What follows belongs to an exercise in optimizing a design on an open flow for small area; a production flow would make more cautious choices. Only simulation tests tie the RTL to the original design; equivalence was not proved. No activity file was given, so power comes from the tool's default toggle rates.

File: flow/config.mk
export PLATFORM = sky130hd
export DESIGN_NAME = main
export DESIGN_NICKNAME = main
export VERILOG_FILES = /design/flow/design.v
export SDC_FILE = /design/flow/constraint.sdc
export NUM_CORES = 4
export LEC_CHECK = 0
export CAP_MARGIN = 20
export CORE_MARGIN = 2
export CORE_UTILIZATION = 70
export SLEW_MARGIN = 20
File: flow/constraint.sdc
create_clock -name core_clock -period 20.0 [get_ports {clk}]
set_input_delay 4.0000 -clock core_clock [delete_from_list [all_inputs] [get_ports {clk}]]
set_output_delay 4.0000 -clock core_clock [all_outputs]
set_load 0.01 [all_outputs]
File: flow/design.v
`timescale 1ns / 1ps
module main
#(parameter div = 16)
( input rst, input clk,
  input [3:0] row,
  output [3:0] col,
  output rw_out, output rs_out, output e_out, output [7:0] db_out,
  output [6:0] leds
);
reg [3:0] c16;
reg [4:0] c25;
reg [2:0] wb;
wire t0 = c25[4] & c25[3] & c25[0];                              
wire c25wrap = c25[4] & c25[3] & ~c25[0];                        
wire ktick = (c16[1:0] == 2'd0) & c25wrap;                       
wire ltick = (c16 == 4'd0) & ~t0;
wire [3:0] k = c16;
always @(posedge clk, posedge rst)
	if (rst) begin
		c16 <= 4'd0;
		c25 <= 5'h1f;
		wb <= 3'd0;
	end else begin
		c16 <= c16 + 4'd1;
		c25 <= c25wrap ? 5'd0 : c25 + 5'd1;
		wb <= ktick ? 3'd0 : wb + {2'd0, c16 == 4'd15};
	end
reg [3:0] pc;            
reg [4:0] m25;
reg blink;
wire fresh = m25[4] & m25[3] & m25[0];                           
wire m25wrap = m25[4] & m25[3] & ~m25[0];                        
wire m25is23 = m25[4] & ~m25[3] & m25[2] & m25[1] & m25[0];
always @(posedge clk, posedge rst)
	if (rst) begin
		pc <= 4'd0;
		m25 <= 5'h1f;
		blink <= 1'b0;
	end else begin
		pc <= pc - {3'd0, ktick};
		m25 <= (ktick & m25wrap) ? 5'd0 : m25 + {4'd0, ktick};
		blink <= blink ^ (ktick & pc[0] & m25is23);
	end
reg [4:0] K;
wire rowv = (row == 4'b0111) | (row == 4'b1011) | (row == 4'b1101) | (row == 4'b1110);
wire [1:0] rowi = {~row[1] | ~row[0], ~row[2] | ~row[0]};
wire ksamp = ktick & pc[0] & (pc[3] | pc[2] & pc[1]) & (rowv | ~pc[3]);
always @(posedge clk, posedge rst)
	if (rst)
		K <= 5'd0;
	else if (ksamp)
		K <= {rowv, ~pc[2:1], rowi};
assign col = fresh ? 4'b1111 :
             (pc[3:1] == 3'b111) ? 4'b0111 :
             (pc[3:1] == 3'b110) ? 4'b1011 :
             (pc[3:1] == 3'b101) ? 4'b1101 : 4'b1110;
wire [1:0] kc = K[3:2];
wire [1:0] kr = K[1:0];
wire key_none = ~K[4];
wire key_A = K[4] & (kc == 2'd3) & (kr == 2'd0);
wire key_digit = K[4] & (kc != 2'd3) & ~((kc != 2'd0) & (kr == 2'd3));
reg [3:0] kval;
always @*
	case ({kc, kr})
	4'h0: kval = 4'd1;  4'h1: kval = 4'd4;  4'h2: kval = 4'd7;  4'h3: kval = 4'd0;
	4'h4: kval = 4'd2;  4'h5: kval = 4'd5;  4'h6: kval = 4'd8;
	4'h8: kval = 4'd3;  4'h9: kval = 4'd6;  4'ha: kval = 4'd9;
	default: kval = 4'd0;
	endcase
reg [2:0] kop;
always @*
	case ({kc, kr})
	4'hd: kop = 3'd0;
	4'he: kop = 3'd1;
	4'hf: kop = 3'd4;
	4'hb: kop = 3'd3;
	4'h7: kop = 3'd2;
	default: kop = 3'd0;
	endcase
reg [1:0] ST;
reg [2:0] ST_L;
reg [1:0] index;
reg half;
wire p9 = (pc == 4'd7);      
wire comp = p9 & half;
always @(posedge clk, posedge rst)
	if (rst) begin
		ST <= 2'd0;
		ST_L <= 3'd0;
		index <= 2'd0;
		half <= 1'b0;
	end else begin
		half <= half ^ (ktick & (ST == 2'd3 || ST == 2'd1) & p9);
		index <= (ktick & (ST == 2'd0) & p9 & ~key_none & ~key_digit) ? 2'd0 :
		         index + {1'b0, ktick & (ST == 2'd0) & p9 & key_digit};
		if (ktick) case (ST)
		2'd3:
			if (comp && key_none) ST <= 2'd0;
		2'd0:
			if (p9) begin
				if (key_A) begin
					ST <= 2'd3;
					ST_L <= {2'b00, ~ST_L[0]};
				end else if (key_digit) begin
					ST <= 2'd3;
				end else if (!key_none) begin
					ST <= 2'd1;
					ST_L <= kop;
				end
			end
		2'd1:
			if (comp && key_none) ST <= 2'd2;
		2'd2: begin
			ST <= 2'd0;
			ST_L <= 3'd0;
		end
		endcase
	end
assign leds = {5'd0, (ST == 2'd0) && ST_L[0], ST == 2'd0};
reg [15:0] X, Y;         
reg carry;
reg pend;
wire obl = (ST == 2'd2);
wire b1 = (wb == 3'd1);
wire b2 = (wb == 3'd2);
wire b3 = (wb == 3'd3);
wire b4 = (wb == 3'd4);
wire b5 = (wb == 3'd5);
wire swap = obl & (b2 | b5) | pend & b1;    
wire halfy = obl & (b1 | b3);            
wire calc = obl & b3;
wire dd = obl & b4;
wire sub = (ST_L == 3'd1);
wire a = Y[0];
wire b = X[0];
wire bb = b ^ sub;
wire sum = a ^ bb ^ carry;
reg rop;
always @*
	case (ST_L)
	3'd0, 3'd1: rop = sum;
	3'd2: rop = a ^ b;
	3'd3: rop = a | b;
	3'd4: rop = a & b;
	default: rop = 1'b0;
	endcase
wire r = rop & ~(k[3] & k[2] & k[1]);
function [3:0] half4;
	input in;
	input [2:0] x;
	input en;
	half4 = (in & en) ? {x[2] | (x[1] & x[0]), ~(x[2] | (x[1] & x[0])), x[1] ^ x[0], ~x[0]}
	                  : {in, x};
endfunction
function [3:0] dbl4;
	input [3:0] d;
	input in;
	reg [2:0] m;
	begin
		case (d)
		4'd1, 4'd6: m = 3'd1;
		4'd2, 4'd7: m = 3'd2;
		4'd3, 4'd8: m = 3'd3;
		4'd4, 4'd9: m = 3'd4;
		default: m = 3'd0;
		endcase
		dbl4 = {m, in};
	end
endfunction
function ge5;
	input [3:0] d;
	ge5 = d[3] | d[2] & (d[1] | d[0]);
endfunction
wire xtop = swap ? Y[0] : r;
wire selR = swap | calc;
wire wr = ktick & (ST == 2'd0) & p9 & key_digit;
wire [3:0] wrd = {4{wr}} & {index == 2'd0, index == 2'd1, index == 2'd2, index == 2'd3};
wire [15:0] wrm = {{4{wrd[3]}}, {4{wrd[2]}}, {4{wrd[1]}}, {4{wrd[0]}}};
wire selH = ~selR & ~dd;
wire ytop = swap ? X[0] : (obl & b3) ? 1'b0 : Y[0];
wire [15:0] Yr = {ytop, Y[15:13], half4(Y[12], Y[11:9], halfy & (k[3:2] == 2'b00)),
                  half4(Y[8], Y[7:5], halfy & ~k[3]), half4(Y[4], Y[3:1], halfy & ~(k[3] & k[2]))};
wire [15:0] Yl = {dbl4(Y[15:12], ge5(Y[11:8])), dbl4(Y[11:8], ge5(Y[7:4])),
                  dbl4(Y[7:4], ge5(Y[3:0])), dbl4(Y[3:0], X[15])};
always @(posedge clk, posedge rst)
	if (rst) begin
		X <= 16'd0;
		Y <= 16'd0;
	end else begin
		X <= ({16{selR}} & {xtop, X[15:1]}) | ({16{dd}} & {X[14:0], 1'b0}) | ({16{selH}} & ~wrm & X) | (wrm & {4{kval}});
		Y <= dd ? Yl : Yr;
	end
always @(posedge clk)
	carry <= calc ? ((a & bb) | (a & carry) | (bb & carry)) : sub;
always @(posedge clk, posedge rst)
	if (rst)
		pend <= 1'b0;
	else if (ktick)
		pend <= (ST == 2'd0) & p9 & (key_A | (~key_none & ~key_digit & ST_L[0]));
reg [1:0] g;
reg [2:0] s;
reg [1:0] jj;
wire s_last = s[2] & ~s[1];
wire g_end = s_last & (jj == 2'd0);
always @(posedge clk, posedge rst)
	if (rst) begin
		g <= 2'd0;
		s <= 3'b000;
		jj <= 2'd0;
	end else if (ltick) begin
		if (g_end) begin
			s <= 3'b000;
			g <= (g == 2'd1) ? 2'd2 : 2'd1;
			jj <= (g == 2'd1) ? 2'd0 : 2'd1;
		end else if (s_last) begin
			s <= 3'b001;
			jj <= jj - 2'd1;
		end else begin
			s <= {s[1:0], ~s[2]};
			if (s == 3'b000)
				jj <= jj - 2'd1;
		end
	end
assign e_out = s[1] & s[0];
assign rw_out = 1'b0;
assign rs_out = (g == 2'd2) & ~g_end;
wire G0 = ~g[1] & ~g[0];
wire G1 = g[0];
wire G2 = g[1];
reg [3:0] num;
always @*
	case (jj)
	2'd0: num = X[3:0];
	2'd1: num = X[7:4];
	2'd2: num = X[11:8];
	2'd3: num = X[15:12];
	endcase
reg [4:0] L;
reg lv;
always @*
	case ({ST_L, jj})
	{3'd0, 2'd2}: {lv, L} = 6'h21;                            
	{3'd0, 2'd1}, {3'd0, 2'd0}: {lv, L} = 6'h24;           
	{3'd1, 2'd2}: {lv, L} = 6'h33;                            
	{3'd1, 2'd1}: {lv, L} = 6'h35;                            
	{3'd1, 2'd0}: {lv, L} = 6'h22;                            
	{3'd2, 2'd2}: {lv, L} = 6'h38;                            
	{3'd2, 2'd1}, {3'd3, 2'd1}: {lv, L} = 6'h2f;            
	{3'd2, 2'd0}, {3'd3, 2'd0}: {lv, L} = 6'h32;            
	{3'd4, 2'd2}: {lv, L} = 6'h21;                            
	{3'd4, 2'd1}: {lv, L} = 6'h2e;                            
	{3'd4, 2'd0}: {lv, L} = 6'h24;                            
	default: {lv, L} = 6'h00;
	endcase
wire dig = G2 & (ST == 2'd0) & ~(jj == ~index & blink);
wire ltr = G2 & (ST == 2'd1) & lv;
wire j12 = jj[1] ^ jj[0];
assign db_out[7] = G1;
assign db_out[6] = G1 | ltr;
assign db_out[5] = G0 & jj[1] & jj[0] | G2 & ~ltr;
assign db_out[4] = G0 & jj[1] & jj[0] | dig | ltr & L[4];
assign db_out[3] = G1 | G0 & jj[0] | dig & num[3] | ltr & L[3];
assign db_out[2] = G1 | G0 & j12 | dig & num[2] | ltr & L[2];
assign db_out[1] = G0 & j12 | dig & num[1] | ltr & L[1];
assign db_out[0] = G0 & ~jj[1] & ~jj[0] | dig & num[0] | ltr & L[0];
endmodule
File: flow/flow/run.sh
#!/bin/bash
# Layout flow: the standard synthesis with an area-oriented ABC mapping
# script in place of ORFS's delay-oriented one (flow/synth.tcl), then the standard flow's
# standard layout for every later step, with these changes:
#  - port buffers are the smallest buffer (every port still gets one);
#  - one tie cell drives all constant outputs;
#  - the clock tree uses mid-size buffers and no dummy loads (every register
#    is still clocked through the tree, insertion delay balanced by CTS).
# The standard synthesis is run first as a reference: if the registers of
# the area-oriented synthesis (instance names and cell types) differ from
# it in any way, the standard synthesis is used instead.
# Each tool's output goes to a log file here.
set -euo pipefail
W=$PWD
R=$W/orfs/results/${FLOW_PLATFORM}/main/base
export MY_ABC_SCRIPT=$W/flow/area.abc
export FLOW_SYNTH_TCL=$W/synth_recipe.tcl
CTS="$(cat $W/flow/cts_args)"

regs() { grep -E '^ *sky130_fd_sc_hd__(df|edf|sdf|dl)[a-z]*_[0-9]+ ' "$1" | awk '{print $1, $2}' | sort; }

bash standard.sh synth > $W/flow_synth_std.log 2>&1
cp $R/1_2_yosys.v $W/std_1_2_yosys.v
rm -f $R/1_2_yosys.v $R/1_2_yosys.sdc $R/1_synth.odb $R/1_synth.sdc
bash standard.sh SYNTH_SCRIPT=$W/flow/synth.tcl synth > $W/flow_synth.log 2>&1
if ! diff <(regs $W/std_1_2_yosys.v) <(regs $R/1_2_yosys.v) > $W/flow_regs_diff.log 2>&1; then
	echo "registers differ from the standard synthesis; using it" >> $W/flow_regs_diff.log
	rm -f $R/1_2_yosys.v $R/1_2_yosys.sdc $R/1_synth.odb $R/1_synth.sdc
	bash standard.sh synth > $W/flow_synth_fallback.log 2>&1
fi
bash standard.sh SKIP_REPAIR_TIE_FANOUT=1 "BUFFER_PORTS_ARGS=-buffer_cell sky130_fd_sc_hd__buf_1" "CTS_ARGS=$CTS" > $W/flow_layout.log 2>&1
File: flow/flow/area.abc
strash; &get -n; &st; &synch2; &dch -f; &nf -R 1000; &put
File: flow/flow/cts_args
-sink_clustering_enable -repair_clock_nets -dont_use_dummy_load -buf_list sky130_fd_sc_hd__clkbuf_8
File: flow/flow/synth.tcl
# synth_recipe.tcl (the standard synthesis script) with one change: ORFS's
# synth.tcl is run with the ABC mapping script replaced by flow/area.abc.
# Everything before and after ABC, and so every register, is unchanged.
set f [open $::env(FLOW_SYNTH_TCL) r]; set bs [read $f]; close $f
set f [open $::env(SCRIPTS_DIR)/synth.tcl r]; set st [read $f]; close $f
set pre {source $::env(SCRIPTS_DIR)/synth_preamble.tcl}
set n [string first $pre $st]
if { $n < 0 } { error "synth_preamble not found in synth.tcl" }
set st [string map [list $pre "$pre\nset abc_args \[lreplace \$abc_args 1 1 \$::env(MY_ABC_SCRIPT)\]"] $st]
set src {source $::env(SCRIPTS_DIR)/synth.tcl}
if { [string first $src $bs] < 0 } { error "synth.tcl not sourced in synth_recipe.tcl" }
set bs [string map [list $src $st] $bs]
eval $bs
File: flow/standard.sh
#!/bin/bash
# synth_recipe.tcl (not shown) runs the flow's synth.tcl, then flattens the netlist and writes it again
# the make line also repeats each setting of config.mk as NAME=value (left out here)
make -C /OpenROAD-flow-scripts/flow DESIGN_CONFIG=/design/flow/config.mk WORK_HOME=/design/flow/orfs CLKGATE_MAP_FILE= SYNTH_SCRIPT=/design/flow/synth_recipe.tcl "${@:-finish}"
==> key figures, run 1 <==
Pwr
  • P_leak: 1.951 nW
  • Power Density: slightly above 50 mW/mm^2
  • Peak supply drop: 0.05749 mV

Global routing
  • Total track usage: 0.3000
  • Global-route wire length before repair: 17190 um
  • Vias in the first global route: 3684
  • Largest net degree at the start of global routing: between 70 and 80
  • GRT overflow: 0
  • Antenna violations before repair: 0

Synthesis
  • Post-synth ARST share: 0.9868
  • Number of warning messages in the yosys log: 1
  • Gate Count Post-Synth: about 500
  • Synth Register Bits: 76
  • Top cells by area, synth: dfrtp_1 36%, o21ai_0 7.0%, ha_1 6.7%, dfstp_2 5.8%, nand2_1 4.6%
  • EDFF count, synth: 0
  • Syn_area_per_cell: 8.981 sq um
  • Net Count, Synth: around 530
  • Synth area leader: dfrtp_1
  • Share of the synthesized area in the top cell type: 0.3615
  • Sequential cell area fraction in the yosys report: 0.4244
  • Dominant synthesized flop cell: dfrtp_1
  • Post-Syn Area: 0.004499 sq mm
  • Unique masters post-synth: 50

CTS
  • Hold Buf Count CTS: 0
  • CTS tree: yes
  • Maximum buffer depth of the clock tree: 2
  • Post-CTS resize count: 0
  • H-tree depth: 3
  • Clock input transition at the sequential cells of the worst setup and hold paths: around 0.060 ns
  • Clock latency on the worst-skew pair: between 0.3 and 0.4 ns
  • Sink Count: between 70 and 80
  • CTS Root Buffer Type: clkbuf_8
  • Num CTS Buffers: 9
  • Post-CTS Setup Bufs: 0

Worst setup path
  • Top delay family on crit path: compound AO/OA/AOI/OAI gates
  • Setup crit end kind: primary output
  • RR Endpoint: X[15]
  • Worst Setup Path Type: reg2out
  • Crit path DAT: 2.57 ns
  • CP dominant cell by count: o21ai_0
  • Worst setup startpoint: jj[0]
  • Crit-path cells: clkinv_1 -> ha_1 -> a222oi_1 -> o21ai_0 -> a221oi_1 -> o21ai_0 -> buf_1
  • Critical Path Source Type: register
  • Slowest CP cell: dfrtp_1
  • Worst Path Buf+Inv: 2
  • CP max FO: 10
  • CP peak stage delay: 0.55 ns
  • Setup slack, reg-to-reg: 17.32 ns
  • Reg2Reg Launch Point: c25[3]
  • Cell depth of the worst setup path: 7
  • End of the critical path: db_out[2]
  • Worst Path Required: approximately 16 ns
  • Reg2Reg Depth: 9

STA
  • Worst-Margin Slew: 0.9191 ns
  • Final Hold Vio Count: 0
  • Pins Over Slew Limit: 0
  • Setup TNS: 0 ns
  • Setup violators final: 0
  • Post-Route Skew: between 0.02 and 0.025 ns
  • Period minus WS final: 6.572 ns
  • F_max: 152.2 MHz
  • Final period utilization: 0.3286
  • Worst rel slew slack: 0.3873
  • RSZ-0062 raised after global routing: false

Die
  • Ports: 28
  • Starting Density: 0.7168
  • Die area: 0.007085 sq mm
  • Rows: 29
  • Die H: 84.17 um
  • Die X: around 84 um
  • Core area: approximately 0.0063 sq mm

Worst hold path
  • Hold Path Class: reg2reg
  • Hold Path Depth: 1

Run
  • Max-Cap Viols: 0

Place
  • Post-DP Area: 0.004642 sq mm
  • Dpl hpwl: 7216 um
  • Final GP Congestion: just over 0.9
  • Port buffer count: 21

Finish
  • Final nets: 560
  • Final instance area: approximately 0.0048 sq mm
  • Synth-to-Final Area Change: 6.229%
  • Share of cells above drive strength 1: 0.04744
  • Antenna diode count: 0

Detailed routing
  • Routed via count: 3926
  • Remaining DRCs: 0
  • Total wire length: 10140 um
  • Post-DRT Antenna Nets: 0
  • DR vias/cell: around 6.5
  • Routed len/inst: roughly 17 um
  • 1st-iter DRT viols: 284
  • DRT Pass-1 Iters: 6

Status
  • Status: complete, no violations
==> final cells by class <==
| type | count | area [sq um] |
|---|---|---|
| clock buffer | 9 | 123.9 |
| fill | 478 | 1498 |
| inverter | 30 | 112.6 |
| multi-input combinational | 388 | 2436 |
| sequential | 76 | 1909 |
| tap | 77 | 96.34 |
| timing repair buffer | 24 | 101.3 |
==> per-stage QoR <==
step                      instances  worst slack, ns    util  hold slack (ns)  total power [mW]
after floorplan                 501            14.34       -           0.4418            0.1608
after global placement          594            14.00  0.7395           0.4776            0.1614
after detailed placement        594            13.90  0.7395           0.4677            0.1615
after CTS                       603            13.51  0.7592           0.4798            0.2484
after global routing            604            13.36  0.7614           0.5356            0.2539
final                           604            13.43  0.7614           0.4807            0.2471
==> cell usage in the layout (no fill, tap or decap), drive strengths merged, types with 3 or more instances in the layout <==
master  instances
o21ai          63
a22o           10
nand2          55
mux2           10
a222oi          7
nor2           43
and3            3
or3             5
a22oi           3
xor2            8
nand3b          6
clkbuf          9
clkinv         29
xnor2           9
buf            24
nand3          24
nand2b          5
a21oi          28
o31ai           6
dfstp          10
mux2i           5
a31oi          17
and2            5
nor2b           7
o22ai           4
o211ai          3
ha             24
dfrtp          65
nor3           11
==> metal layers <==
layer | track usage | up-vias | routed length [um]
li1 | - | 1895 | -
met1 | 0.4236 | 1841 | 4543
met2 | 0.4646 | 172 | 4651
met3 | 0.06883 | 18 | 788
met4 | 0.09677 | 0 | 152
met5 | 0 | - | 0
==> how the worst min path moves through the flow <==
stage	startpoint	to
3_3_place_gp	half	half
3_5_place_dp	half	half
2_1_floorplan	blink	blink
4_1_cts	half	half
5_1_grt	c16[0]	c16[0]
6_report	half	half
==> cells by family after synthesis <==
group,count (synthesis),synth area share
AND/OR/NAND/NOR,172,0.1785
AO/OA/AOI/OAI,158,0.2191
adder cells (fa/ha/maj),25,0.07119
other,1,0.0008335
buffers and inverters,37,0.03671
multiplexers,15,0.03615
flip-flops,76,0.4244
XOR/XNOR,17,0.03309
==> synth_stat cells, types with 2 or more instances <==
cell,count
dfrtp_1,65
nand2b_1,5
ha_1,24
nand3_1,24
a222oi_1,7
a22oi_1,3
or3_1,5
mux2_1,10
nand3b_1,6
a32oi_1,2
nand4_1,2
dfstp_2,10
and3_1,3
o22ai_1,4
mux2i_1,5
nor3_1,11
a22o_1,10
buf_4,7
a31oi_1,17
and2_0,5
o211ai_1,3
o31ai_1,6
nor3b_1,2
nor2b_1,7
xor2_1,8
nand2_1,55
o22a_1,2
a221oi_1,2
nor4_1,2
clkinv_1,30
o21ai_0,63
xnor2_1,9
nor2_1,43
a21oi_1,28
==> power breakdown <==
part           internal (mW)  switching (mW)  total (mW)
Combinational       0.000732         0.00401     0.00475
Sequential             0.154               0       0.154
Clock                 0.0401          0.0485      0.0886
Total                  0.195          0.0525       0.247
==> state kept, by name, summed over array words and instances (netlist names), 3 cells and up <==
register and cells:
Y 16, s 3, wb 3, m25 5
K 5, c25 5, c16 4, pc 4
ST_L 3, X 16
==> worst register-to-register path, stage by stage, from the launching register on <==
cell	delay (ns)
dfstp_2	0.58
nand2_1	0.10
nor2_1	0.15
nand2_1	0.20
clkinv_1	0.21
nand3_1	0.23
nor4_2	0.67
nand3_1	0.22
o211a_1	0.16
o21ai_0	0.07
==> run 2: changes to the inputs <==
--- a/flow/design.v
+++ b/flow/design.v
@@ -9,8 +9,8 @@
 );
 reg [3:0] c16;
-reg [4:0] c25;
+reg [4:0] lf;
 reg [2:0] wb;
-wire t0 = c25[4] & c25[3] & c25[0];                              
-wire c25wrap = c25[4] & c25[3] & ~c25[0];                        
+wire t0 = (lf[3:0] == 4'd0);                                     
+wire c25wrap = (lf == 5'b01001);                                 
 wire ktick = (c16[1:0] == 2'd0) & c25wrap;                       
 wire ltick = (c16 == 4'd0) & ~t0;
@@ -19,9 +19,9 @@
 	if (rst) begin
 		c16 <= 4'd0;
-		c25 <= 5'h1f;
+		lf <= 5'd0;
 		wb <= 3'd0;
 	end else begin
 		c16 <= c16 + 4'd1;
-		c25 <= c25wrap ? 5'd0 : c25 + 5'd1;
+		lf <= c25wrap ? 5'b00001 : {lf[3:0], ~(lf[4] ^ lf[2])};
 		wb <= ktick ? 3'd0 : wb + {2'd0, c16 == 4'd15};
 	end
==> flow/flow/cts_args (replaced) <==
-sink_clustering_enable -repair_clock_nets -dont_use_dummy_load -buf_list {sky130_fd_sc_hd__clkbuf_4 sky130_fd_sc_hd__clkbuf_8}
==> key figures, run 2 <==
Status
  • Status: complete, no violations

Synthesis
  • Syn_area_per_cell: ~9.1 sq um
  • Commonest cells post-synth: 70 x dfrtp_1, 51 x nor2_1, 45 x o21ai_0
  • EDFF count, synth: 0
  • Most frequent cell after synthesis: dfrtp_1
  • Net Count, Synth: 517
  • Number of warning messages in the yosys log: 1
  • Post-Syn Area: 0.004436 sq mm
  • Synth area leader: dfrtp_1
  • Post-synth ARST share: 0.9868
  • Synth Register Bits: between 70 and 80
  • Gate Count Post-Synth: between 400 and 500
  • Unique masters post-synth: 53
  • Sequential cell area fraction in the yosys report: 0.4291
  • Dominant synthesized flop cell: dfrtp_1
  • Share of the synthesized area in the top cell type: 0.3949
  • Top cells by area, synth: dfrtp_1 39%, ha_1 6.5%, o21ai_0 5.1%, nor2_1 4.3%, nand2_1 3.6%

STA
  • Worst-Margin Slew: about 0.9 ns
  • Setup TNS: 0 ns
  • Final Hold Vio Count: 0
  • PnR worst setup slack: 13.59 ns
  • RSZ-0062 raised after global routing: false
  • Setup violators final: 0
  • Pins Over Slew Limit: 0
  • Final period utilization: 0.3203
  • Post-Route Skew: 0.02546 ns
  • F_max: 156.1 MHz
  • Worst rel slew slack: 0.3843
  • Period minus WS final: around 6.4 ns

Worst setup path
  • Crit path DAT: 2.41 ns
  • RR Endpoint: X[0]
  • Worst Setup Path Type: reg2out
  • End of the critical path: db_out[2]
  • Worst Path Required: approximately 16 ns
  • Worst setup startpoint: jj[1]
  • Setup slack, reg-to-reg: 17.09 ns
  • CP dominant cell by count: o21ai_0
  • Reg2Reg Launch Point: lf[2]
  • Reg2Reg Depth: 7
  • Setup crit end kind: primary output
  • Critical Path Source Type: register
  • Crit-path cells: clkinv_1 -> ha_1 -> a222oi_1 -> o21ai_0 -> a221oi_1 -> o21ai_0 -> buf_1
  • CP peak stage delay: roughly 0.52 ns
  • Slowest CP cell: dfrtp_1
  • CP max FO: 10

Place
  • Dpl hpwl: 6998 um
  • Final GP Congestion: 0.9879
  • Port buffer count: 21
  • Placed Cells: around 580
  • Pre-CTS WS: 14.00 ns

CTS
  • H-tree depth: 3
  • Clock latency on the worst-skew pair: 0.35 ns
  • Maximum buffer depth of the clock tree: 2
  • Clock input transition at the sequential cells of the worst setup and hold paths: 0.09 ns
  • Sink Count: 76
  • Hold Buf Count CTS: 0
  • Post-CTS Setup Bufs: 0
  • CTS Root Buffer Type: clkbuf_8
  • Num CTS Buffers: 9
  • CTS tree: yes
  • Post-CTS resize count: 0

Finish
  • Largest regs: X x16, Y x16
  • Fill count: 467
  • Antenna diode count: 0
  • Non-Filler Instances: 587
  • Final nets: around 540
  • Multi-input logic area: 0.002379 sq mm
  • Register area: between 0.0015 and 0.002 sq mm
  • Most frequent cells in the layout: 70 x dfrtp_1, 50 x nor2_1, 45 x o21ai_0
  • Commonest non-fill, non-tap cell in the layout: dfrtp_1
  • Synth-to-Final Area Change: 5.896%
  • Share of cells above drive strength 1: 0.03725

Detailed routing
  • DRT Pass-1 Iters: 5
  • Remaining DRCs: 0
  • Routed len/inst: around 17 um
  • Routed via count: around 3800
  • 1st-iter DRT viols: around 330
  • Post-DRT Antenna Nets: 0
  • DR vias/cell: 6.486
  • Total wire length: 9944 um

Global routing
  • Vias in the first global route: 3537
  • Antenna violations before repair: 0
  • GRT overflow: 0
  • Total track usage: 0.2990
  • Global-route wire length before repair: approximately 17000 um
  • Largest net degree at the start of global routing: 76

Worst hold path
  • Hold Path Class: reg2reg

Pwr
  • Sequential power share: 0.621
  • Comb power frac: 0.018
  • Clk pwr share: 0.361
  • Power Density: ~53 mW/mm^2
  • P_leak: 1.907 nW
  • Internal power: just under 200 uW
  • Peak supply drop: 0.04951 mV
  • Sw Share: 0.2143
  • Net Sw Power: 53.05 uW

Die
  • Rows: 29
  • Ports: 28
  • Starting Density: 0.7107
  • Die area: about 0.007 sq mm
  • Die X: 83.60 um
  • Core area: around 0.0062 sq mm
  • Die H: 83.60 um

Run
  • Max-Cap Viols: 0
## run 2: kinds of logic (layout without fill, tap and decap cells)
kind of cell,after synthesis,in the layout,share of synthesized area
fa+ha+maj,24,24,0.06939
other cells,1,1,0.0008455
buf+inv,36,59,0.03639
flops,76,76,0.4291
mux,14,14,0.03385
simple gates,177,177,0.1910
xor+xnor,17,17,0.03357
compound gates,142,142,0.2059
## run 2: stage by stage
stage / util / total power [mW] / hold slack (ns) / area, sq um
6_report: 0.7526 / 0.2475 / 0.4373 / 4697
4_1_cts: 0.7522 / 0.2492 / 0.4433 / 4695
3_3_place_gp: 0.7324 / 0.1611 / 0.4011 / 4571
3_5_place_dp: 0.7324 / 0.1612 / 0.4249 / 4571
5_1_grt: 0.7526 / 0.2548 / 0.4664 / 4697
2_1_floorplan: - / 0.1606 / 0.4418 / 4436
## run 2: worst max-delay path: cells and delay by family, from the launching register on
kind	cells	cell delay (ns)
AOI/OAI and AO/OA	4	0.88
DFF	1	0.52
buffers and inverters	2	0.35
adders and majority gates	1	0.31
## run 2: power by group through the flow
| stage | logic (mW) | clock network [mW] | registers, mW |
|---|---|---|---|
| global placement | 0.00457 | 0 | 0.157 |
| finish | 0.00442 | 0.0894 | 0.154 |
| floorplan | 0.00404 | 0 | 0.157 |
| CTS | 0.00466 | 0.0909 | 0.154 |
| global route | 0.00530 | 0.0959 | 0.154 |
| detailed placement | 0.00465 | 0 | 0.157 |
## run 2: routing by layer
layer,share of wire,GRT usage
met5,0,0
met3,0.054,0.04550
met2,0.48,0.4749
met1,0.45,0.4200
met4,0.017,0.1085
## run 2: layout make-up
class,count,share of cell area
clock buffer,9,0.02637
inverter,27,0.02158
multi-input combinational,375,0.5064
timing repair buffer,23,0.01998
sequential,76,0.4052
tap,77,0.02051
## run 2: how the worst min path moves through the flow
stage | slack (ns) | cells past startpoint | endpoint | startpoint
6_report | 0.44 | 0 | lf[2] | lf[1]
4_1_cts | 0.44 | 0 | lf[2] | lf[1]
5_1_grt | 0.47 | 0 | lf[2] | lf[1]
2_1_floorplan | 0.44 | 1 | blink | blink
3_3_place_gp | 0.40 | 0 | lf[2] | lf[1]
3_5_place_dp | 0.42 | 0 | lf[2] | lf[1]
==> run 3: changes to the inputs <==
==> flow/flow/cts_args (replaced) <==
-sink_clustering_enable -repair_clock_nets -dont_use_dummy_load -buf_list sky130_fd_sc_hd__buf_6
==> key figures, run 3 <==
Status
  • Status: complete, no violations

Finish
  • Commonest non-fill, non-tap cell in the layout: dfrtp_1
  • Final nets: 542
  • Largest regs: X x16, Y x16
  • Final instance area: 0.004674 sq mm
  • Antenna diode count: 0
  • Non-Filler Instances: 587
  • Fin util: 0.7490
  • Synth-to-Final Area Change: 5.388%
  • Share of cells above drive strength 1: 0.03725
  • Most frequent cells in the layout: 70 x dfrtp_1, 50 x nor2_1, 45 x o21ai_0

STA
  • Hold WS: 0.4400 ns
  • Setup violators final: 0
  • Post-Route Skew: 0.02803 ns
  • Final period utilization: 0.3197
  • Worst rel slew slack: 0.3861
  • Worst-Margin Slew: 0.9209 ns
  • Period minus WS final: approximately 6.4 ns
  • PnR worst setup slack: 13.61 ns
  • Final Hold Vio Count: 0
  • F_max: 156.4 MHz
  • Setup TNS: 0 ns
  • Pins Over Slew Limit: 0
  • RSZ-0062 raised after global routing: false

Worst hold path
  • Hold Path Class: reg2reg
  • Hold endpoint: lf[2]
  • Hold Path Depth: 0
  • Hold Startpoint: lf[1]

Synthesis
  • Gate Count Post-Synth: just under 500
  • Unique masters post-synth: 53
  • Dominant synthesized flop cell: dfrtp_1
  • Most frequent cell after synthesis: dfrtp_1
  • EDFF count, synth: 0
  • Number of warning messages in the yosys log: 1
  • Synth area leader: dfrtp_1
  • Sequential cell area fraction in the yosys report: 0.4291
  • Synth Register Bits: 76
  • Syn_area_per_cell: 9.108 sq um
  • Share of the synthesized area in the top cell type: 0.3949
  • Post-synth ARST share: 0.9868
  • Net Count, Synth: 517
  • Commonest cells post-synth: 70 x dfrtp_1, 51 x nor2_1, 45 x o21ai_0
  • Post-Syn Area: 0.004436 sq mm
  • Top cells by area, synth: dfrtp_1 39%, ha_1 6.5%, o21ai_0 5.1%, nor2_1 4.3%, nand2_1 3.6%

Worst setup path
  • Reg2Reg Depth: 7
  • Slowest CP cell: dfrtp_1
  • Worst Path Required: 16.00 ns
  • CP max FO: 10
  • CP peak stage delay: 0.53 ns
  • Crit path DAT: around 2.4 ns
  • RR Endpoint: X[0]
  • Setup slack, reg-to-reg: 17.11 ns
  • Worst Path Buf+Inv: 2
  • Top delay family on crit path: compound AO/OA/AOI/OAI gates
  • Cell depth of the worst setup path: 7
  • Crit-path cells: clkinv_1 -> ha_1 -> a222oi_1 -> o21ai_0 -> a221oi_1 -> nand2_1 -> buf_1
  • Reg2Reg Launch Point: lf[2]
  • Worst Setup Path Type: reg2out
  • Critical Path Source Type: register
  • Setup crit end kind: primary output

CTS
  • Sink Count: 76
  • H-tree depth: 3
  • Clock latency on the worst-skew pair: approximately 0.33 ns
  • CTS tree: yes
  • Num CTS Buffers: 9
  • Hold Buf Count CTS: 0
  • Maximum buffer depth of the clock tree: 2
  • Post-CTS Setup Bufs: 0
  • Clock input transition at the sequential cells of the worst setup and hold paths: ~0.09 ns
  • Post-CTS resize count: 0
  • CTS Root Buffer Type: buf_6

Place
  • Placed Cells: 578
  • Dpl hpwl: about 7000 um
  • Post-DP Area: 0.004571 sq mm
  • Final GP Congestion: a little under 1
  • Pre-CTS WS: 14.00 ns
  • Port buffer count: 21

Global routing
  • Largest net degree at the start of global routing: 76
  • Antenna violations before repair: 0
  • Global-route wire length before repair: 16780 um
  • GRT overflow: 0
  • Total track usage: 0.2973
  • Vias in the first global route: 3504

Pwr
  • Tot Pwr: 243.6 uW
  • Peak supply drop: 0.04412 mV
  • P_leak: 1.897 nW
  • Power Density: approximately 52 mW/mm^2

Run
  • Max-Cap Viols: 0

Detailed routing
  • DR vias/cell: 6.496
  • Total wire length: 9843 um
  • 1st-iter DRT viols: 377
  • DRT Pass-1 Iters: 5
  • Post-DRT Antenna Nets: 0
  • Routed len/inst: 16.77 um
  • Routed via count: 3813
  • Remaining DRCs: 0

Die
  • Rows: 29
  • Starting Density: 0.7107
  • Ports: 28
  • Die X: between 80 and 90 um
  • Core area: between 0.006 and 0.007 sq mm
  • Die H: roughly 84 um
  • Die area: approximately 0.0070 sq mm
-- run 3: worst max path at each step --
stage               startpoint         to  slack [ns]
finish                   jj[1]  db_out[3]       13.61
detailed placement       jj[1]  db_out[2]       14.00
global placement         jj[1]  db_out[2]       14.04
global route             jj[1]  db_out[3]       13.43
CTS                      jj[1]  db_out[3]       13.65
floorplan                jj[1]  db_out[2]       14.30
-- run 3: metal layers --
layer,vias to the layer above,share of wire,routed length [um],global-route usage
met2,138,0.48,4715,0.4691
met4,0,0.018,176,0.1129
li1,1832,-,-,-
met3,16,0.052,511,0.04649
met1,1827,0.45,4439,0.4174
met5,-,0,0,0
-- run 3: power breakdown --
| part | switching (mW) | internal, mW |
|---|---|---|
| logic | 0.00383 | 0.000594 |
| clock network | 0.0506 | 0.0346 |
| registers | 0 | 0.154 |
-- run 3: worst reg2reg max path, delay by kind of cell (launching register included) --
family / cells / cell delay, ns
AOI/OAI and AO/OA: 2 / 0.37
and+or+nand+nor: 5 / 1.90
DFF: 1 / 0.44
-- run 3: cells by family after synthesis --
logic type	count (synthesis)	synth area share
compound gates	142	0.2059
buf+inv	36	0.03639
simple gates	177	0.1910
fa+ha+maj	24	0.06939
other cells	1	0.0008455
flops	76	0.4291
mux	14	0.03385
xor+xnor	17	0.03357
-- run 3: cell type report --
cell class / instances / area [sq um]
multi-input cells: 375 / 2379
flip-flops and latches: 76 / 1903
fillers: 472 / 1567
clock buffers: 9 / 101.3
inverters: 27 / 101.3
well taps: 77 / 96.34
repair buffers: 23 / 93.84
==> run 4: changes to the inputs <==
--- a/flow/flow/run.sh
+++ b/flow/flow/run.sh
@@ -5,6 +5,7 @@
 #  - port buffers are the smallest buffer (every port still gets one);
 #  - one tie cell drives all constant outputs;
-#  - the clock tree uses mid-size buffers and no dummy loads (every register
-#    is still clocked through the tree, insertion delay balanced by CTS).
+#  - the clock tree uses mid-size buffers (flow/cts_args) and no dummy loads
+#    (every register is still clocked through the tree, insertion delay
+#    balanced by CTS).
 # The standard synthesis is run first as a reference: if the registers of
 # the area-oriented synthesis (instance names and cell types) differ from
==> flow/flow/area.abc (replaced) <==
strash; &get -n; &st; &synch2; &dch -f; &nf -R 1000; &put; strash; &get -n; &st; &deepsyn -T 60; &dch -f; &nf -R 1000; &put
==> key figures, run 4 <==
Global routing
  • Global-route wire length before repair: approximately 15000 um
  • Largest net degree at the start of global routing: between 70 and 80
  • Antenna violations before repair: 0
  • Vias in the first global route: ~3400
  • Total track usage: 0.3035
  • GRT overflow: 0

STA
  • Post-Route Skew: 0.01998 ns
  • Worst rel slew slack: 0.3830
  • Period minus WS final: 6.568 ns
  • Final period utilization: 0.3284
  • Setup violators final: 0
  • Setup TNS: 0 ns
  • RSZ-0062 raised after global routing: false
  • Final Hold Vio Count: 0
  • Worst-Margin Slew: roughly 0.93 ns
  • F_max: 152.2 MHz
  • Pins Over Slew Limit: 0
  • Hold WS: 0.4015 ns

Finish
  • Share of cells above drive strength 1: 0.03727
  • Most frequent cells in the layout: 70 x dfrtp_1, 65 x nand2_1, 44 x nor2_1
  • Final nets: 515
  • Largest regs: X x16, Y x16
  • Commonest non-fill, non-tap cell in the layout: dfrtp_1
  • Synth-to-Final Area Change: 5.468%
  • Fill count: 428
  • Antenna diode count: 0

Synthesis
  • Synth area leader: dfrtp_1
  • Sequential cell area fraction in the yosys report: 0.4447
  • Commonest cells post-synth: 70 x dfrtp_1, 65 x nand2_1, 44 x nor2_1
  • EDFF count, synth: 0
  • Gate Count Post-Synth: 460
  • Post-synth ARST share: 0.9868
  • Post-Syn Area: ~0.0043 sq mm
  • Syn_area_per_cell: 9.302 sq um
  • Net Count, Synth: 490
  • Number of warning messages in the yosys log: 1
  • Dominant synthesized flop cell: dfrtp_1
  • Top cells by area, synth: dfrtp_1 41%, ha_1 6.7%, nand2_1 5.7%, a222oi_1 4.4%, nor2_1 3.9%
  • Unique masters post-synth: 50
  • Synth Register Bits: between 70 and 80
  • Most frequent cell after synthesis: dfrtp_1
  • Share of the synthesized area in the top cell type: 0.4094

Worst setup path
  • Slowest CP cell: dfrtp_1
  • Crit path DAT: about 2.6 ns
  • Worst Path Required: 16.00 ns
  • Worst setup startpoint: jj[0]
  • Reg2Reg Launch Point: lf[2]
  • CP max FO: 8
  • Critical Path Source Type: register
  • CP dominant cell by count: a21oi_1
  • Worst Setup Path Type: reg2out
  • Setup crit end kind: primary output
  • CP peak stage delay: 0.47 ns
  • Crit-path cells: ha_1 -> a21oi_1 -> a21oi_1 -> nor3b_1 -> and2_0 -> a22o_1 -> a222oi_1 -> nand4_1 -> buf_1

Die
  • Starting Density: 0.7227
  • Die area: slightly below 0.007 sq mm
  • Die H: 82.19 um
  • Core area: 0.005921 sq mm
  • Rows: 28
  • Die X: 82.19 um
  • Ports: 28

CTS
  • Hold Buf Count CTS: 0
  • Post-CTS resize count: 0
  • CTS Root Buffer Type: buf_6
  • CTS tree: yes
  • Sink Count: 76
  • Maximum buffer depth of the clock tree: 2
  • Num CTS Buffers: 9
  • Clock input transition at the sequential cells of the worst setup and hold paths: roughly 0.080 ns
  • Post-CTS Setup Bufs: 0
  • Clock latency on the worst-skew pair: approximately 0.32 ns
  • H-tree depth: 3

Pwr
  • P_leak: 1.953 nW
  • Peak supply drop: between 0.04 and 0.05 mV
  • Power Density: around 54 mW/mm^2
  • Tot Pwr: 243.6 uW

Detailed routing
  • DR vias/cell: 6.577
  • Routed via count: 3670
  • Routed len/inst: 16.88 um
  • 1st-iter DRT viols: between 200 and 300
  • Remaining DRCs: 0
  • Post-DRT Antenna Nets: 0
  • Total wire length: 9419 um
  • DRT Pass-1 Iters: 9

Worst hold path
  • Hold Startpoint: lf[1]
  • Hold Path Class: reg2reg

Place
  • Dpl hpwl: 6750 um
  • Port buffer count: 21
  • Final GP Congestion: a little over 0.9

Run
  • Max-Cap Viols: 0

Status
  • Status: complete, no violations
run 4: cell count changes after synthesis, sizes merged, moves of 7 or more:
cell    delta
a222oi    +15
o21ai     -21
nand2     +23
clkinv     -7
a22oi     -15
o211ai    -11
nand3      -9
nor2       -7
run 4: area by class of cell:
| cell class | count | area, sq um | share of cell area |
|---|---|---|---|
| Clock buffer | 9 | 101.3 | 0.02246 |
| Timing Repair Buffer | 23 | 93.84 | 0.02079 |
| Tap cell | 75 | 93.84 | 0.02079 |
| Multi-Input combinational cell | 355 | 2246 | 0.4976 |
| Inverter | 20 | 75.07 | 0.01663 |
| Sequential cell | 76 | 1903 | 0.4217 |
run 4: power by group:
part | total (mW) | internal, mW | switching [mW]
logic | 0.00449 | 0.000624 | 0.00387
clock network | 0.0852 | 0.0346 | 0.0506
registers | 0.154 | 0.154 | 0
total | 0.244 | 0.189 | 0.0545
run 4: critical path: cells and delay by family (launching register included):
family / cells / cell delay, ns
AOI/OAI and AO/OA: 4 / 0.82
adders and majority gates: 1 / 0.33
buffers and inverters: 1 / 0.14
DFF: 1 / 0.47
and+or+nand+nor: 3 / 0.50
run 4: final timing paths:
kind / slack (ns) / cells past startpoint / endpoint
max: 13.43 / 9 / db_out[0]
min: 0.40 / 0 / lf[2]
max reg2reg: 16.91 / 8 / X[15]
min reg2reg: 0.40 / 0 / lf[2]
max in group asynchronous: 15.45 / 3 / X[2]
min in group asynchronous: 3.93 / 3 / lf[2]
run 4: cell families after synthesis:
| kind of cell | synth area share |
|---|---|
| AOI/OAI and AO/OA | 0.1848 |
| xor gates and xnor gates | 0.02866 |
| adders and majority gates | 0.07193 |
| buffers and inverters | 0.03158 |
| DFF | 0.4447 |
| muxes | 0.01725 |
| other | 0.0008764 |
| and+or+nand+nor | 0.2202 |
run 4: stage by stage:
step	std cells	utilization	worst slack [ns]	instance area (sq um)
after floorplan	460	-	14.19	4279
after global placement	549	0.7451	13.94	4412
after detailed placement	549	0.7451	13.85	4412
after CTS	558	0.7623	13.49	4513
after global routing	558	0.7623	13.21	4513
final	558	0.7623	13.43	4513
run 4: layer usage:
layer  vias to the layer above  global-route usage  wire length (um)
met4                         0              0.1317               142
met2                       168              0.5129              4656
met5                         -                   0                 0
met3                        16             0.05652               573
met1                      1742              0.3807              4047
li1                       1744                   -                 -
==> run 5: changes to the inputs <==
==> flow/flow/area.abc (replaced) <==
strash; &get -n; &st; &synch2; &dch -f; &nf -R 1000; &put; strash; &get -n; &st; &deepsyn -T 150; &dch -f; &nf -R 1000; &put
==> key figures, run 5 <==
Die
  • Die X: 82.02 um
  • Starting Density: 0.7239
  • Die area: a little under 0.007 sq mm
  • Die H: about 82 um
  • Core area: approximately 0.0059 sq mm
  • Rows: 28
  • Ports: 28

CTS
  • Clock latency on the worst-skew pair: roughly 0.32 ns
  • Maximum buffer depth of the clock tree: 2
  • Num CTS Buffers: 9
  • Post-CTS resize count: 0
  • H-tree depth: 3
  • Post-CTS Setup Bufs: 0
  • CTS tree: yes
  • Hold Buf Count CTS: 0
  • Sink Count: 76
  • CTS Root Buffer Type: buf_6
  • Clock input transition at the sequential cells of the worst setup and hold paths: 0.10 ns

Finish
  • Largest regs: X x16, Y x16
  • Synth-to-Final Area Change: 5.492%
  • Share of cells above drive strength 1: 0.03727
  • Final nets: 515
  • Final instance area: 0.004494 sq mm
  • Antenna diode count: 0
  • Most frequent cells in the layout: 70 x dfrtp_1, 68 x nand2_1, 41 x nor2_1
  • Commonest non-fill, non-tap cell in the layout: dfrtp_1

STA
  • Final period utilization: 0.3265
  • Worst-Margin Slew: 1.034 ns
  • Worst rel slew slack: 0.3046
  • Setup TNS: 0 ns
  • F_max: roughly 150 MHz
  • Setup violators final: 0
  • Hold WS: around 0.41 ns
  • Final Hold Vio Count: 0
  • Period minus WS final: 6.529 ns
  • Post-Route Skew: 0.03412 ns
  • PnR worst setup slack: 13.47 ns
  • RSZ-0062 raised after global routing: false
  • Pins Over Slew Limit: 0

Place
  • Pre-CTS WS: 13.88 ns
  • Post-DP Area: approximately 0.0044 sq mm
  • Port buffer count: 21
  • Final GP Congestion: ~0.94
  • Dpl hpwl: 7251 um

Global routing
  • Total track usage: 0.3238
  • GRT overflow: 0
  • Antenna violations before repair: 0
  • Largest net degree at the start of global routing: 76
  • Vias in the first global route: roughly 3500
  • Global-route wire length before repair: around 16000 um

Detailed routing
  • Routed len/inst: ~18 um
  • DRT Pass-1 Iters: 6
  • Post-DRT Antenna Nets: 0
  • Routed via count: around 3800
  • 1st-iter DRT viols: approximately 430
  • DR vias/cell: ~6.7
  • Total wire length: 10310 um
  • Remaining DRCs: 0

Worst hold path
  • Hold Path Depth: 0
  • Hold endpoint: lf[2]
  • Hold Path Class: reg2reg
  • Hold Startpoint: lf[1]

Pwr
  • P_leak: 1.935 nW
  • Peak supply drop: about 0.053 mV
  • Power Density: 54.17 mW/mm^2

Synthesis
  • Mux cell area share after synthesis: 0.01028
  • Net Count, Synth: 490
  • Share of the synthesized area in the top cell type: 0.4112
  • EDFF count, synth: 0
  • Number of warning messages in the yosys log: 1
  • Post-synth ARST share: 0.9868
  • Post-Syn Area: 0.004260 sq mm
  • Most frequent cell after synthesis: dfrtp_1
  • Syn_area_per_cell: between 9 and 10 sq um
  • Dominant synthesized flop cell: dfrtp_1
  • Commonest cells post-synth: 70 x dfrtp_1, 68 x nand2_1, 41 x nor2_1
  • Main combinational cell family by area after synthesis: simple AND/OR/NAND/NOR gates
  • Synth area leader: dfrtp_1
  • Unique masters post-synth: 55
  • Post-Synth Simple-Gate Area: 0.2065
  • Complex-gate fraction of the synthesized area: 0.1962
  • Top cells by area, synth: dfrtp_1 41%, ha_1 6.8%, nand2_1 6.0%, a222oi_1 4.2%, nor2_1 3.6%
  • Xor and xnor area share after synthesis: 0.03289
  • Synth Register Bits: between 70 and 80
  • Gate Count Post-Synth: 460
  • Synth Area in Adders: 0.07225
  • Sequential cell area fraction in the yosys report: 0.4467

Worst setup path
  • CP max FO: 10
  • Setup slack, reg-to-reg: around 17 ns
  • Setup crit end kind: primary output
  • RR Endpoint: X[15]
  • Reg2Reg Depth: 8
  • Critical Path Source Type: register
  • Reg2Reg Launch Point: lf[2]
  • Worst Path Required: 16.00 ns
  • Crit path DAT: 2.53 ns
  • Worst Setup Path Type: reg2out

Status
  • Status: complete, no violations

Run
  • Max-Cap Viols: 0
## run 5: through the flow
step / util / std cells / power (mW)
3_3_place_gp: 0.7464 / 549 / 0.1611
3_5_place_dp: 0.7464 / 549 / 0.1612
5_1_grt: 0.7636 / 558 / 0.2504
6_report: 0.7636 / 558 / 0.2435
2_1_floorplan: - / 460 / 0.1607
4_1_cts: 0.7636 / 558 / 0.2436
## run 5: kinds of logic (layout without fill, tap and decap cells)
group	after synthesis	count (layout)
simple gates	187	187
compound gates	120	120
flops	76	76
buf+inv	32	55
fa+ha+maj	24	24
xor+xnor	16	16
mux	4	4
other cells	1	1
## run 5: power breakdown
group | leakage (nW) | switching, mW | internal [mW] | total [mW]
registers | 0.979 | 0 | 0.154 | 0.154
clock network | 0.0545 | 0.0504 | 0.0346 | 0.0851
logic | 0.902 | 0.00388 | 0.000623 | 0.00450
## run 5: worst max path at each step
stage	slack, ns	cells past startpoint	start	to
after floorplan	14.22	6	jj[1]	db_out[3]
after global placement	13.95	7	jj[1]	db_out[3]
after detailed placement	13.88	7	jj[1]	db_out[3]
after CTS	13.56	7	jj[1]	db_out[3]
after global routing	13.29	10	ST_L[0]	db_out[3]
final	13.47	7	jj[1]	db_out[3]
## run 5: routing by layer
layer	track usage	part of all wire	vias up	routed length (um)
met1	0.4228	0.41	1826	4279
met2	0.5439	0.49	183	5018
li1	-	-	1735	-
met4	0.1033	0.016	0	165
met5	0	0	-	0
met3	0.06264	0.082	19	848
## run 5: critical path, cell delays in order, from the launching register on
cell and delay, ns:
dfrtp_1 0.54, clkinv_1 0.21, ha_1 0.32, a222oi_1 0.36
o22ai_1 0.11, a2111oi_0 0.38, o21ai_0 0.16, buf_1 0.16
## run 5: area by class of cell
type                       instances  area, sq um
timing repair buffer              23        93.84
clock buffer                       9        101.3
tap                               75        93.84
sequential                        76         1903
multi-input combinational        352         2216
fill                             413         1391
inverter                          23        86.33
==> run 6: changes to the inputs <==
--- a/flow/flow/run.sh
+++ b/flow/flow/run.sh
@@ -1,5 +1,7 @@
 #!/bin/bash
 # Layout flow: the standard synthesis with an area-oriented ABC mapping
-# script in place of ORFS's delay-oriented one (flow/synth.tcl), then the standard flow's
+# script in place of ORFS's delay-oriented one (flow/synth.tcl) and without
+# mapping adders to half/full-adder cells before ABC (ADDER_MAP_FILE empty,
+# so ABC maps all the logic), then the standard flow's
 # standard layout for every later step, with these changes:
 #  - port buffers are the smallest buffer (every port still gets one);
@@ -24,5 +26,5 @@
 cp $R/1_2_yosys.v $W/std_1_2_yosys.v
 rm -f $R/1_2_yosys.v $R/1_2_yosys.sdc $R/1_synth.odb $R/1_synth.sdc
-bash standard.sh SYNTH_SCRIPT=$W/flow/synth.tcl synth > $W/flow_synth.log 2>&1
+bash standard.sh SYNTH_SCRIPT=$W/flow/synth.tcl ADDER_MAP_FILE= synth > $W/flow_synth.log 2>&1
 if ! diff <(regs $W/std_1_2_yosys.v) <(regs $R/1_2_yosys.v) > $W/flow_regs_diff.log 2>&1; then
 	echo "registers differ from the standard synthesis; using it" >> $W/flow_regs_diff.log
==> key figures, run 6 <==
STA
  • RSZ-0062 raised after global routing: false
  • Period minus WS final: roughly 6 ns
  • Hold WS: 0.4249 ns
  • Final Hold Vio Count: 0
  • Worst-Margin Slew: slightly below 1 ns
  • F_max: 164.7 MHz
  • Worst rel slew slack: 0.3325
  • Setup violators final: 0
  • Final period utilization: 0.3036
  • Post-Route Skew: 0.01717 ns
  • Setup TNS: 0 ns
  • Pins Over Slew Limit: 0

CTS
  • Clock input transition at the sequential cells of the worst setup and hold paths: 0.08 ns
  • H-tree depth: 3
  • Post-CTS Setup Bufs: 0
  • Post-CTS resize count: 0
  • CTS tree: yes
  • Maximum buffer depth of the clock tree: 2
  • Sink Count: 76
  • Clock latency on the worst-skew pair: 0.31 ns
  • CTS Root Buffer Type: buf_6
  • Num CTS Buffers: 9
  • Hold Buf Count CTS: 0

Pwr
  • Internal power: 189.2 uW
  • Power Density: between 50 and 60 mW/mm^2
  • Net Sw Power: approximately 54 uW
  • P_leak: 1.783 nW
  • Sw Share: 0.2214
  • Clk pwr share: 0.347
  • Sequential power share: 0.634
  • Peak supply drop: 0.03838 mV
  • Comb power frac: 0.019

Synthesis
  • Dominant synthesized flop cell: dfrtp_1
  • EDFF count, synth: 0
  • Most frequent cell after synthesis: dfrtp_1
  • Post-Syn Area: 0.003995 sq mm
  • Gate Count Post-Synth: approximately 450
  • Unique masters post-synth: 49
  • Number of warning messages in the yosys log: 1
  • Synth Register Bits: 76
  • Net Count, Synth: 459
  • Synth area leader: dfrtp_1
  • Top cells by area, synth: dfrtp_1 44%, nand2_1 6.1%, a21oi_1 5.3%, nor2_1 4.5%, a222oi_1 4.3%
  • Sequential cell area fraction in the yosys report: 0.4764
  • Post-synth ARST share: 0.9868
  • Commonest cells post-synth: 70 x dfrtp_1, 65 x nand2_1, 48 x nor2_1
  • Share of the synthesized area in the top cell type: 0.4385
  • Syn_area_per_cell: just under 9 sq um

Global routing
  • Global-route wire length before repair: between 10000 and 15000 um
  • Top Usage Layer GRT: met2
  • Total track usage: 0.2968
  • GRT met1 Usage: 0.4235
  • GRT overflow: 0
  • Largest net degree at the start of global routing: 76
  • Antenna violations before repair: 0
  • Met2 Use GR: 0.4664
  • Met3 Use GR: 0.04412
  • Vias in the first global route: approximately 3200

Place
  • Port buffer count: 21
  • Final GP Congestion: 0.8874
  • Dpl hpwl: ~6200 um

Finish
  • Antenna diode count: 0
  • Final nets: 485
  • Fill count: between 400 and 500
  • Most frequent cells in the layout: 70 x dfrtp_1, 65 x nand2_1, 48 x nor2_1
  • Share of cells above drive strength 1: 0.03983
  • Commonest non-fill, non-tap cell in the layout: dfrtp_1
  • Largest regs: X x16, Y x16
  • Synth-to-Final Area Change: 5.951%

Die
  • Die H: just under 80 um
  • Rows: 27
  • Die X: 79.55 um
  • Die area: 0.006327 sq mm
  • Core area: between 0.005 and 0.006 sq mm
  • Ports: 28
  • Starting Density: 0.7255

Detailed routing
  • 1st-iter DRT viols: 485
  • Routed len/inst: 16.39 um
  • DR vias/cell: 6.472
  • Total wire length: 8998 um
  • DRT Pass-1 Iters: 8
  • Post-DRT Antenna Nets: 0
  • Remaining DRCs: 0
  • Routed via count: about 3600

Worst hold path
  • Hold Path Class: reg2reg

Run
  • Max-Cap Viols: 0

Worst setup path
  • Crit path DAT: 2.07 ns
  • Slowest CP cell: dfrtp_1
  • CP max FO: 14
  • Critical Path Source Type: register
  • Setup crit end kind: primary output
  • Worst Path Required: 16.00 ns
  • Worst Setup Path Type: reg2out
  • Crit-path cells: and2_0 -> a222oi_1 -> a21oi_1 -> nor3_1 -> o21ai_0 -> buf_1
  • CP peak stage delay: 0.51 ns

Status
  • Status: complete, no violations
==> run 6: changes by cell type in the layout (fill, tap and decap cells not counted), moves of 4 or more <==
cell,before,now
ha_1,23,0
a21oi_1,20,42
nand2b_1,3,13
clkinv_1,22,15
nand3_1,17,10
nor2_1,41,48
o211ai_1,7,2
nor3b_1,5,1
==> run 6: power by group through the flow <==
stage	sequential [mW]	clock [mW]	combinational [mW]
after floorplan	0.157	0	0.00414
after global placement	0.157	0	0.00466
after detailed placement	0.157	0	0.00481
after CTS	0.154	0.0851	0.00482
after global routing	0.154	0.0900	0.00551
final	0.154	0.0844	0.00460
==> run 6: logic make-up (layout without fill, tap and decap cells) <==
| logic type | Yosys count | count (layout) | share of synthesized area |
|---|---|---|---|
| mux | 2 | 2 | 0.005011 |
| flops | 76 | 76 | 0.4764 |
| xor+xnor | 12 | 12 | 0.02631 |
| buf+inv | 25 | 49 | 0.03007 |
| other cells | 1 | 1 | 0.0009387 |
| simple gates | 197 | 197 | 0.2318 |
| compound gates | 140 | 140 | 0.2296 |
==> run 6: worst max-delay path: cells and delay by family, from the launching register on <==
family	cells	cell delay, ns
AO/OA/AOI/OAI	3	0.64
buffers and inverters	1	0.14
AND/OR/NAND/NOR	2	0.48
flip-flops	1	0.51
==> run 6: worst paths after layout <==
path | startpoint | end | slack [ns] | cells past startpoint
worst min register to register | lf[1] | lf[2] | 0.42 | 0
worst max-delay path | jj[0] | db_out[2] | 13.93 | 6
min in group asynchronous | rst | c16[1] | 3.96 | 3
max in group asynchronous | rst | ST_L[0] | 15.46 | 3
worst max register to register | lf[2] | X[15] | 16.58 | 7
worst min-delay path | lf[1] | lf[2] | 0.42 | 0
==> run 6: final cells by class <==
| cell class | count | area (sq um) | area share |
|---|---|---|---|
| multi-input combinational | 352 | 1977 | 0.4670 |
| sequential | 76 | 1903 | 0.4496 |
| inverter | 16 | 60.06 | 0.01419 |
| timing repair buffer | 24 | 101.3 | 0.02394 |
| clock buffer | 9 | 101.3 | 0.02394 |
| tap | 72 | 90.09 | 0.02128 |
==> run 6: through the flow <==
step                setup slack (ns)  total power, mW  area (sq um)  utilization  std cells
floorplan                      14.56           0.1607          3995            -        453
global placement               14.37           0.1612          4131       0.7503        540
detailed placement             14.28           0.1614          4131       0.7503        540
CTS                            13.95           0.2439          4233       0.7687        549
global route                   13.74           0.2494          4233       0.7687        549
finish                         13.93           0.2430          4233       0.7687        549
==> run 6: layer usage <==
layer / wire length, um / vias to the layer above
met3: 607 / 17
met2: 4269 / 158
li1: - / 1700
met4: 164 / 0
met5: 0 / -
met1: 3956 / 1678

[port drivers added, routing unchanged]
No port has a modelled driver above. Below, the same layouts with a new extraction and two added sets of constraints.
Step 1, drivers: a clkbuf_16 drives clk and a buf_2 each remaining input, both assumed.
Step 2 moves the port delays by t, midway between the first and last clock arrival at a register: inputs arrive t later, outputs are due t later. That takes back most of the time a late clock gives input paths.
Three values: ideal ports, drivers, drivers and shift; two values: the first two.
| run | t (ns) | setup WS [ns] | hold slack, ns | clock arrival spread, ns |
|---|---|---|---|---|
| run 1 | 0.377 | 13.428 / 13.396 / 13.773 | 0.481 / 0.481 / 0.481 | 0.020 / 0.021 |
| run 2 | 0.372 | 13.594 / 13.561 / 13.934 | 0.437 / 0.437 / 0.437 | 0.026 / 0.025 |
| run 3 | 0.345 | 13.606 / 13.572 / 13.917 | 0.440 / 0.440 / 0.440 | 0.028 / 0.028 |
| run 4 | 0.344 | 13.432 / 13.401 / 13.745 | 0.401 / 0.401 / 0.401 | 0.020 / 0.020 |
| run 5 | 0.335 | 13.471 / 13.439 / 13.773 | 0.411 / 0.411 / 0.411 | 0.034 / 0.035 |
| run 6 | 0.337 | 13.928 / 13.898 / 14.234 | 0.425 / 0.425 / 0.425 | 0.018 / 0.017 |
After both steps every run listed still meets setup and hold.
